Background: an optimization exercise with open tools, aiming at small area and a short achievable clock period. Do not read the settings as production practice. In this exercise RTL edits were held to simulation tests only and were not proved equivalent to the original.

Setup of pepper:
// ddfs
module ddfs (
    input  logic        clk,
    input  logic        rst_n,
    input  logic [7:0]  freq_i,
    output logic [15:0] sine_o,
    output logic [15:0] cosine_o
);
    logic [15:0] angle;
    cordic_angle_acc ANG_ACC (
        .clk     (clk),
        .rst_n   (rst_n),
        .freq_i  (freq_i),
        .angle_o (angle)
    );
    cordic CORDIC_CORE (
        .clk      (clk),
        .rst_n    (rst_n),
        .angle_i  (angle),
        .sine_o   (sine_o),
        .cosine_o (cosine_o)
    );
endmodule
Size in the first run: ~4400 cells after synthesis, roughly 560 flip-flops, ~0.036 mm2 of cells after synthesis.
clock: 8.0 ns
lec_check: 0
abc_area: 1
cap_margin: 5
core_margin: 2
core_utilization: 45
cts_cluster_diameter: 100
cts_cluster_size: 30
place_density: 0.6
slew_margin: 5
standard.sh (not shown) runs the stock make flow with config.mk's settings and CLKGATE_MAP_FILE= SYNTH_SCRIPT=/design/flow/synth_recipe.tcl, a recipe that flattens the netlist after the stock synthesis.
==> flow/flow/run.sh <==
#!/bin/bash
set -euo pipefail
export BUFFER_PORTS_ARGS="-buffer_cell sky130_fd_sc_hd__buf_4"
export SETUP_SLACK_MARGIN=5.3
bash standard.sh > standard.log 2>&1
pepper ended with every stage complete and zero timing, DRC or antenna violations.
What fjord does differently from pepper at the input level:
- changing CAP_MARGIN from 5 to 20
- changing SLEW_MARGIN from 5 to 20
==> flow/flow/run.sh <==
#!/bin/bash
set -euo pipefail
export BUFFER_PORTS_ARGS="-buffer_cell sky130_fd_sc_hd__buf_4"
export SETUP_SLACK_MARGIN=5.6
bash standard.sh > standard.log 2>&1
--- outcome ---
Having completed the whole flow, fjord delivered a layout that passed the timing, design-rule and antenna checks.
pepper ended with every stage complete and zero timing, DRC or antenna violations.
Relative to pepper, area overhead of the layout relative to synthesis has gone up in fjord.
fjord vs. pepper: largest incremental delay on the critical path held steady; number of buffers outside the clock class in the layout went up about 70%; placed cell area went up by 0.48%.
Looking at launching element of the worst setup path, the ANG_ACC.f1[5] result is from pepper; the ANG_ACC.f1[4] one comes from fjord.
Going from pepper to fjord, endpoint arrival time on the critical path flat, design area up 0.0020 mm2.
Modified inputs, willow compared to fjord
==> flow/flow/run.sh <==
#!/bin/bash
set -euo pipefail
export BUFFER_PORTS_ARGS="-buffer_cell sky130_fd_sc_hd__buf_4"
export SETUP_SLACK_MARGIN=5.3
bash standard.sh > standard.log 2>&1
==> comparison <==
| global-route track usage on met3 | fjord vs willow | ≈ equal |. willow vs fjord, instance count: willow lower. fjord -> willow: average wire per cell in the routed design increased slightly. Delta (willow minus fjord): final area now smaller. Comparing willow and fjord, the higher post-place instance area is on fjord. Diff willow and fjord: number of cells on the critical path lower in fjord. willow has less setup slack than fjord.
### willow -> sierra
- CTS_CLUSTER_DIAMETER: 100 -> 150
==> flow/flow/run.sh <==
#!/bin/bash
set -euo pipefail
export BUFFER_PORTS_ARGS="-buffer_cell sky130_fd_sc_hd__buf_4"
export SETUP_SLACK_MARGIN=5.4
bash standard.sh > standard.log 2>&1
--- outcome ---
sierra finished end to end and its layout was clean on timing, DRC and antenna. Going from willow to sierra, global routing usage on met2 has increased; wire length has increased; post-route clock period utilization has decreased. Utilization across sierra and willow: no real change. willow → sierra: first-iteration DRC count picked up an extra 196, growth of design area from synthesis to finish picked up an extra 0.25 points, setup slack of the worst register-to-register path neither gained nor lost much, non-clock buffer count picked up an extra 26. willow vs sierra, capture point of the critical path: ANG_ACC.c_b vs ANG_ACC.inc_hi[10]. Going from willow to sierra, fraction of standard cell area in multi-input logic grows by 0.24 points.
[inputs] harbor vs sierra
- a deleted CTS_CLUSTER_DIAMETER that had been 150
- an added SETUP_SLACK_MARGIN of 5
- a deleted CTS_CLUSTER_SIZE that had been 30
==> flow/run.sh (new file) <==
#!/bin/bash
# synth_recipe.tcl (not shown) runs the flow's synth.tcl, then flattens the netlist and writes it again
# the make line also repeats each setting of config.mk as NAME=value (left out here)
make -C /OpenROAD-flow-scripts/flow DESIGN_CONFIG=/design/flow/config.mk WORK_HOME=/design/flow/orfs CLKGATE_MAP_FILE= SYNTH_SCRIPT=/design/flow/synth_recipe.tcl finish
removed: flow/flow/run.sh
removed: flow/standard.sh
- Highest signal layer in the routed design: met5 -> sierra, met4 -> harbor
- [compare] base=sierra new=harbor: sequential share of layout area dropped 0.16 points; worst setup slack dropped 0.21 ns.

---

oak:
Starting RTL as in the previous note.
==> flow/config.mk <==
export PLATFORM = sky130hd
export DESIGN_NAME = ddfs
export DESIGN_NICKNAME = ddfs
export VERILOG_FILES = /design/flow/design.v
export SDC_FILE = /design/flow/constraint.sdc
export NUM_CORES = 4
export LEC_CHECK = 0
export ABC_AREA = 1
export CAP_MARGIN = 20
export CORE_MARGIN = 2
export CORE_UTILIZATION = 45
export CTS_BUF_LIST = sky130_fd_sc_hd__clkbuf_8
export PLACE_DENSITY = 0.6
export SETUP_SLACK_MARGIN = 5
export SLEW_MARGIN = 20
==> flow/constraint.sdc <==
create_clock -name core_clock -period 8.0 [get_ports {clk}]
set_input_delay 1.6000 -clock core_clock [delete_from_list [all_inputs] [get_ports {clk}]]
set_output_delay 1.6000 -clock core_clock [all_outputs]
set_load 0.01 [all_outputs]
run.sh (not shown) runs the stock make flow with config.mk's settings and CLKGATE_MAP_FILE= SYNTH_SCRIPT=/design/flow/synth_recipe.tcl, a recipe that flattens the netlist after the stock synthesis.
Stock flow here: none of the scripts above is used.
The inputs of pine differ from those of oak as listed below.
Settings: PLACE_DENSITY now 0.75, was 0.6; CTS_CLUSTER_DIAMETER now 100, previously not set; CTS_CLUSTER_SIZE now 30, previously not set; CTS_BUF_LIST no longer set, was sky130_fd_sc_hd__clkbuf_8; CORE_UTILIZATION now 60, was 45.
### Flow results
- The capture point of the critical path comes out CORDIC_CORE.z5_r[7]$_DFF_P_ in one run and CORDIC_CORE.z5_r[8]$_DFF_P_ in the other, namely in oak and pine respectively.
- | post-route cell area | lower: pine |
- Compared with oak, in pine final hold slack moved up; critical path depth +1.
- Overall routed net length: pine lower than oak
- Data-path buffer share of cell area in the final layout: lower on oak

==> static timing again, ports no longer ideal <==
Ports are ideal in the flow. The routed layouts listed here were re-timed in OpenROAD.
Step 1 sets driving cells, clkbuf_16 on the clock port and buf_2 on the other inputs (assumed; they add their load-dependent delay and slew).
Step 2 adds t to the input delays and takes it off the output delays; t is the mean of the earliest and latest rising clock arrival at the registers after step 1. Input paths then give back, and output paths get back, about the clock's delay inside the block.
a / b / c = ideal ports / drivers / drivers and shift; a / b = the first two.
run | shift t [ns] | setup slack, ns | worst setup path after step 2 | worst register clock-pin slew, ns | pins driven straight from the clock port
pepper | 0.678 | 5.302 / 5.269 / 5.296 | input, reset recovery | 0.12 / 0.12 | 1
fjord | 0.689 | 5.324 / 5.268 / 5.283 | input, reset recovery | 0.11 / 0.11 | 1
willow | 0.677 | 5.303 / 5.269 / 5.300 | input, reset recovery | 0.11 / 0.11 | 1
sierra | 0.647 | 5.316 / 5.283 / 5.312 | input, reset recovery | 0.12 / 0.12 | 1
harbor | 0.647 | 5.103 / 5.103 / 5.103 | register to register | 0.06 / 0.06 | 1
oak | 0.750 | 5.071 / 5.064 / 5.071 | register to register | 0.07 / 0.07 | 1
pine | 0.647 | 5.104 / 5.104 / 5.104 | register to register | 0.12 / 0.12 | 1
After both steps every run listed still meets setup and hold. For fjord, which loses most, drivers alone change the setup slack by -0.056 ns; drivers and shift together by -0.041 ns. Setup slack includes reset recovery checks.
